Background: an optimization exercise with open tools, aiming at small area. Do not read the settings as production practice.
No activity file was given, so power comes from the tool's default toggle rates.

Setup of v24:
==> flow/design.v <==
`timescale 1ns/1ps
module timer_us
    (
        input  logic        clk,
        input  logic        rst_n,
        output logic [15:0] time_prev
    );
    localparam logic [4:0] PRE_FIRST = 5'b01100;    
    localparam logic [4:0] PRE_WRAP  = 5'b00110;    
    logic [4:0]  tm_pre;
    logic [16:0] tm_us;
    wire pre_last = ~tm_pre[4] & ~tm_pre[2] & ~tm_pre[0];
    wire pre_wrap = ~tm_pre[3] & ~tm_pre[0];
    wire tm_wrap  = tm_us[16] & tm_us[15] & tm_us[12] & tm_us[11] & tm_us[8] &
                    tm_us[7] & tm_us[4] & tm_us[3] & tm_us[0] & pre_wrap;
    always_ff @(posedge clk, negedge rst_n) begin
        if (!rst_n) begin
            tm_pre <= PRE_WRAP;
            tm_us  <= 17'd104857;
        end
        else if (tm_wrap) begin
            tm_pre <= PRE_FIRST;
            tm_us  <= 17'd0;
        end
        else if (pre_last) begin
            tm_pre <= PRE_FIRST;
            tm_us  <= tm_us + 17'd1;
        end
        else begin
            tm_pre <= {tm_pre[3:0], tm_pre[4] ^ tm_pre[2]};
        end
    end
    assign time_prev = tm_us[15:0];
endmodule
`timescale 1ns/1ps
module dvs_ravens
    (
        input  logic        clk,
        input  logic        rst_n,
        input  logic [9:0]  aer,
        input  logic        xsel,
        input  logic        req,
        output logic        ack,
        output logic [31:0] ravens_pkt
    );
    logic [15:0] time_prev;
    timer_us TIMER (
        .clk(clk),
        .rst_n(rst_n),
        .time_prev(time_prev)
    );
    logic       req_m, req_s;
    logic       xsel_m, xsel_s;
    logic [9:0] aer_m, aer_s;
    always_ff @(posedge clk, negedge rst_n) begin
        if (!rst_n) begin
            req_m <= 1'b0;
            req_s <= 1'b0;
        end
        else begin
            req_m <= req;
            req_s <= req_m;
        end
    end
    always_ff @(posedge clk) begin
        xsel_m <= xsel;
        xsel_s <= xsel_m;
        aer_m  <= aer;
        aer_s  <= aer_m;
    end
    logic [1:0] rx_st;
    wire rx_samp = (rx_st == 2'd1) | ((rx_st == 2'd0) & req_s & xsel_s);
    always_ff @(posedge clk, negedge rst_n) begin
        if (!rst_n) begin
            rx_st <= 2'd0;
        end
        else begin
            case (rx_st)
                2'd0: rx_st <= req_s ? (xsel_s ? 2'd2 : 2'd1) : 2'd0;
                2'd1: rx_st <= 2'd2;
                2'd2: rx_st <= 2'd3;
                2'd3: rx_st <= req_s ? 2'd3 : 2'd0;
            endcase
        end
    end
    assign ack = rx_st[1];
    logic       row_yok;
    logic [6:0] row_y;
    logic       row_tcap;
    logic [15:0] row_ts;
    always_ff @(posedge clk, negedge rst_n) begin
        if (!rst_n) begin
            row_yok  <= 1'b1;
            row_y    <= 7'd0;
            row_tcap <= 1'b0;
        end
        else begin
            row_tcap <= rx_samp & ~xsel_s;
            if (rx_samp & ~xsel_s) begin
                row_yok <= (aer_s[8:0] < 9'd100);
                row_y   <= aer_s[6:0] * 7'd45;
            end
        end
    end
    always_ff @(posedge clk, negedge rst_n) begin
        if (!rst_n) begin
            row_ts <= 16'd0;
        end
        else if (row_tcap) begin
            row_ts <= time_prev;
        end
    end
    wire       ev_ok  = aer_s[0] & (aer_s[9:1] < 9'd100) & row_yok;
    wire [7:0] ev_idx = {aer_s[8:2] + row_y, aer_s[1]};
    logic [7:0]  ev_idx_q;
    logic [15:0] ev_ts_q;
    logic        ev_unf;
    always_ff @(posedge clk) begin
        if (rx_samp & xsel_s) begin
            ev_idx_q <= ev_idx;
            ev_ts_q  <= row_ts;
        end
    end
    logic ev_new, ev_done, wr_en;
    logic [1:0]  wp, rp, cur_ptr;
    logic [23:0] slot0, slot1, slot2, slot3;    
    logic [1:0] rd_st;
    logic       new_spike;
    logic [2:0] tx_st;
    wire full     = (wp + 2'd1 == rp);
    wire empty    = (wp == rp);
    wire wr_req   = ev_unf & ~ev_done;
    wire wr_grant = wr_req & ~full;
    wire rdy      = (tx_st == 3'd0) | (tx_st == 3'd1);
    wire rd_grant = rdy & ~wr_req & ~empty;
    wire [1:0] wr_slot = wp + {1'b0, wr_en & ~full};
    always_ff @(posedge clk, negedge rst_n) begin
        if (!rst_n) begin
            ev_new  <= 1'b0;
            ev_unf  <= 1'b0;
            ev_done <= 1'b1;
            wr_en   <= 1'b0;
            wp      <= 2'd0;
            rp      <= 2'd0;
            rd_st   <= 2'd0;
        end
        else begin
            ev_new <= rx_samp & xsel_s;
            if (rx_samp & xsel_s) ev_unf <= ev_ok;
            if (ev_new) ev_done <= 1'b0;
            else if (wr_grant) ev_done <= 1'b1;
            wr_en <= wr_grant;
            if (wr_en & ~full) wp <= wp + 2'd1;
            if (rd_st == 2'd1 && !empty) rp <= rp + 2'd1;
            case (rd_st)
                2'd0: rd_st <= rd_grant ? 2'd1 : 2'd0;
                2'd1: rd_st <= 2'd2;
                default: rd_st <= 2'd0;
            endcase
        end
    end
    wire [1:0] rp_next  = rp + {1'b0, rd_st == 2'd1 && !empty};
    wire       wr_keep  = (wr_slot + 2'd1 != rp_next);
    wire slot_we = wr_grant & wr_keep;
    always_ff @(posedge clk) begin
        if (slot_we && wr_slot == 2'd0) slot0 <= {ev_idx_q, ev_ts_q};
        if (slot_we && wr_slot == 2'd1) slot1 <= {ev_idx_q, ev_ts_q};
        if (slot_we && wr_slot == 2'd2) slot2 <= {ev_idx_q, ev_ts_q};
        if (slot_we && wr_slot == 2'd3) slot3 <= {ev_idx_q, ev_ts_q};
        if (rd_st == 2'd2) cur_ptr <= rp - 2'd1;
    end
    logic [23:0] cur_ev;
    always_comb begin
        case (cur_ptr)
            2'd0: cur_ev = slot0;
            2'd1: cur_ev = slot1;
            2'd2: cur_ev = slot2;
            default: cur_ev = slot3;
        endcase
    end
    wire [15:0] sp_ts  = cur_ev[15:0];
    wire [7:0]  sp_idx = cur_ev[23:16];
    localparam TX_WAIT_NEW = 3'd0, TX_WAIT_NEXT = 3'd1, TX_START = 3'd2, TX_RUN = 3'd3, TX_SPIKE = 3'd4;
    logic [15:0] base;
    logic [3:0]  step;
    wire [8:0] step25 = {1'b0, step, 4'b0} + {2'b0, step, 3'b0} + {5'b0, step};
    wire [9:0] seg_lo = {1'b0, base[8:0]} + {1'b0, step25};
    wire       seg_wrap = (&base[15:9]) & seg_lo[9];
    wire [15:0] f_x = (tx_st == TX_WAIT_NEW) ? time_prev : base;
    wire [16:0] f = {1'b0, sp_ts} + {1'b0, ~f_x};
    wire        e_pos = seg_wrap | f[16];
    wire        e_big = (seg_wrap & f[16]) | (f[15:8] != 8'd0);
    logic [3:0] qe;
    always_comb begin
        if (e_big || f[7:0] >= 8'd225) qe = 4'd9;
        else if (f[7:0] >= 8'd200) qe = 4'd8;
        else if (f[7:0] >= 8'd175) qe = 4'd7;
        else if (f[7:0] >= 8'd150) qe = 4'd6;
        else if (f[7:0] >= 8'd125) qe = 4'd5;
        else if (f[7:0] >= 8'd100) qe = 4'd4;
        else if (f[7:0] >= 8'd75)  qe = 4'd3;
        else if (f[7:0] >= 8'd50)  qe = 4'd2;
        else if (f[7:0] >= 8'd25)  qe = 4'd1;
        else qe = 4'd0;
    end
    wire later   = e_pos & (qe >= step);
    wire capped  = (qe == 4'd9);
    wire new_sim = later & capped;
    wire        ts_near = f[16] | (f[15:0] >= 16'd65286);
    always_ff @(posedge clk, negedge rst_n) begin
        if (!rst_n) begin
            tx_st <= TX_WAIT_NEW;
        end
        else begin
            case (tx_st)
                TX_WAIT_NEW:  tx_st <= (new_spike & ts_near) ? TX_START : TX_WAIT_NEW;
                TX_WAIT_NEXT: tx_st <= new_spike ? (later ? TX_RUN : TX_SPIKE) : TX_WAIT_NEXT;
                TX_START:     tx_st <= TX_SPIKE;
                TX_RUN:       tx_st <= new_sim ? TX_WAIT_NEW : TX_SPIKE;
                TX_SPIKE:     tx_st <= TX_WAIT_NEXT;
                default:      tx_st <= TX_WAIT_NEW;
            endcase
        end
    end
    always_ff @(posedge clk, negedge rst_n) begin
        if (!rst_n) begin
            new_spike <= 1'b0;
        end
        else if (rd_st == 2'd2) begin
            new_spike <= 1'b1;
        end
        else if (tx_st == TX_SPIKE) begin
            new_spike <= 1'b0;
        end
    end
    always_ff @(posedge clk) begin
        if (tx_st == TX_RUN) begin
            if (later) step <= capped ? 4'd15 : qe + 4'd1;
        end
        else if (tx_st == TX_START) begin
            base <= sp_ts;
            step <= 4'd0;
        end
    end
    logic [1:0] pkt_hdr;
    logic [7:0] pkt_idx;
    always_ff @(posedge clk, negedge rst_n) begin
        if (!rst_n) begin
            pkt_hdr <= 2'b00;
            pkt_idx <= 8'd0;
        end
        else begin
            case (tx_st)
                TX_SPIKE: begin pkt_hdr <= 2'b00; pkt_idx <= sp_idx; end
                TX_RUN:   begin pkt_hdr <= 2'b01; pkt_idx <= 8'd0; end
                TX_START: begin pkt_hdr <= 2'b10; pkt_idx <= 8'd0; end
                default: ;
            endcase
        end
    end
    assign ravens_pkt = {1'b0, pkt_hdr, 16'd0, pkt_idx, 5'd0};
endmodule
clock: 24.0 ns
lec_check: 0
cap_margin: 20
core_margin: 2
core_utilization: 60
cts_buf_list: sky130_fd_sc_hd__clkbuf_16
cts_cluster_diameter: 100
cts_cluster_size: 25
place_density: 0.75
slew_margin: 20
standard.sh (not shown) runs the stock make flow with config.mk's settings and CLKGATE_MAP_FILE= SYNTH_SCRIPT=/design/flow/synth_recipe.tcl, a recipe that flattens the netlist after the stock synthesis.
==> flow/flow/run.sh <==
#!/bin/bash
# Standard ORFS layout (the standard.sh), with changes to how it is
# made: CTS without dummy loads, the smallest buffer on the ports, and one
# tie cell for the constant outputs.
set -euo pipefail
CTS="-sink_clustering_enable -repair_clock_nets -dont_use_dummy_load -buf_list sky130_fd_sc_hd__clkbuf_16 -sink_clustering_size 30 -sink_clustering_max_diameter 120"
bash standard.sh finish "CTS_ARGS=$CTS" "BUFFER_PORTS_ARGS=-buffer_cell sky130_fd_sc_hd__buf_1" "SKIP_REPAIR_TIE_FANOUT=1" "REMOVE_ABC_BUFFERS=1" "RECOVER_POWER=100" > standard.log 2>&1
v24: complete, dirty (max-capacitance violations, max-slew violations)
Inputs modified between v24 and v56:
==> flow/flow/run.sh <==
#!/bin/bash
# Standard ORFS layout (the standard.sh), with changes to how it is
# made: CTS without dummy loads, the smallest buffer on the ports, and one
# tie cell for the constant outputs.
set -euo pipefail
CTS="-sink_clustering_enable -repair_clock_nets -dont_use_dummy_load -buf_list sky130_fd_sc_hd__clkbuf_8 -sink_clustering_size 16 -sink_clustering_max_diameter 80"
bash standard.sh finish "CTS_ARGS=$CTS" "BUFFER_PORTS_ARGS=-buffer_cell sky130_fd_sc_hd__buf_1" "SKIP_REPAIR_TIE_FANOUT=1" > standard.log 2>&1
### Flow results
- Combined buffer and inverter count along the critical path, v24 and v56, higher one = v24.
- v56 completed end to end with timing, DRC and antenna clean.
- There was hardly any difference in global-route usage between v24 and v56.
- Compared with v24, in v56 sequential share of layout area dropped 0.28 points; proportion of power drawn by flip-flops and latches barely changed.
- v56 vs. v24: final count of pins violating max slew went down by 151.
- Number of register bits inferred by synthesis: v24 vs v56 identical
- Clock network power: higher on v24
- Total number of H-tree levels: v56 vs v24 identical
- Compared with v24, v56 has extra setup slack.
> inputs changed (v56 -> v51)
==> flow/flow/run.sh <==
#!/bin/bash
# Standard ORFS layout (the standard.sh), with changes to how it is
# made: CTS without dummy loads, the smallest buffer on the ports, and one
# tie cell for the constant outputs.
set -euo pipefail
CTS="-sink_clustering_enable -repair_clock_nets -dont_use_dummy_load -buf_list sky130_fd_sc_hd__clkbuf_8 -sink_clustering_size 20 -sink_clustering_max_diameter 90"
bash standard.sh finish "CTS_ARGS=$CTS" "BUFFER_PORTS_ARGS=-buffer_cell sky130_fd_sc_hd__buf_1" "SKIP_REPAIR_TIE_FANOUT=1" > standard.log 2>&1
Results
Measured against each other, v56 and v51 differ in area growth from synthesis to layout, the higher figure coming from v56. Between v56 and v51, power is lower for v51, v56 comes in above that. Between v51 and v56, it is v51 whose part of the power in registers is higher, by 0.4 points. Diff v51..v56 | number of nets still failing antenna checks after routing | unchanged. Cell area is lower on v51. Final cell count without fillers delta (v51 -> v56): insignificant. Compared with v56, v51 shows sequential share of layout area higher by 0.20 points. On share of the clock period used by the worst path after layout, v56 and v51 are basically level. v56 → v51: power density of the placed cells moved down, fmax stayed essentially flat, count of clock-buffer cells in the layout shrank by 3.
No functional check of the RTL was part of any run of this note.

==> afterwards: timing with drivers on the ports <==
In the flow no input, the clock included, has a driving cell. The finished layouts below were timed again as built, in two steps. Step 1 (the two cells are an assumption about what drives the block):
set clk [get_ports {clk}]
set_driving_cell -lib_cell sky130_fd_sc_hd__clkbuf_16 $clk
set_driving_cell -lib_cell sky130_fd_sc_hd__buf_2 [delete_from_list [all_inputs] $clk]
Step 2 times the ports against the registers' clock, not the clock port: input delays grow and output delays shrink by t, the midpoint of the rising clock arrivals with the driver on. Three values: ideal ports, drivers, drivers and shift; two values: the first two.
run	t, ns	setup WS [ns]	latest minus earliest clock arrival (ns)	worst slew at a driven data input, ns
v24	0.499	15.774 / 15.793 / 15.294	0.016 / 0.016	0.03
v56	0.542	18.081 / 18.044 / 18.176	0.054 / 0.055	0.03
v51	0.530	18.077 / 18.041 / 18.166	0.046 / 0.046	0.03
For v24, which loses most, drivers alone change the setup slack by +0.019 ns; drivers and shift together by -0.480 ns. Setup slack includes reset recovery checks.
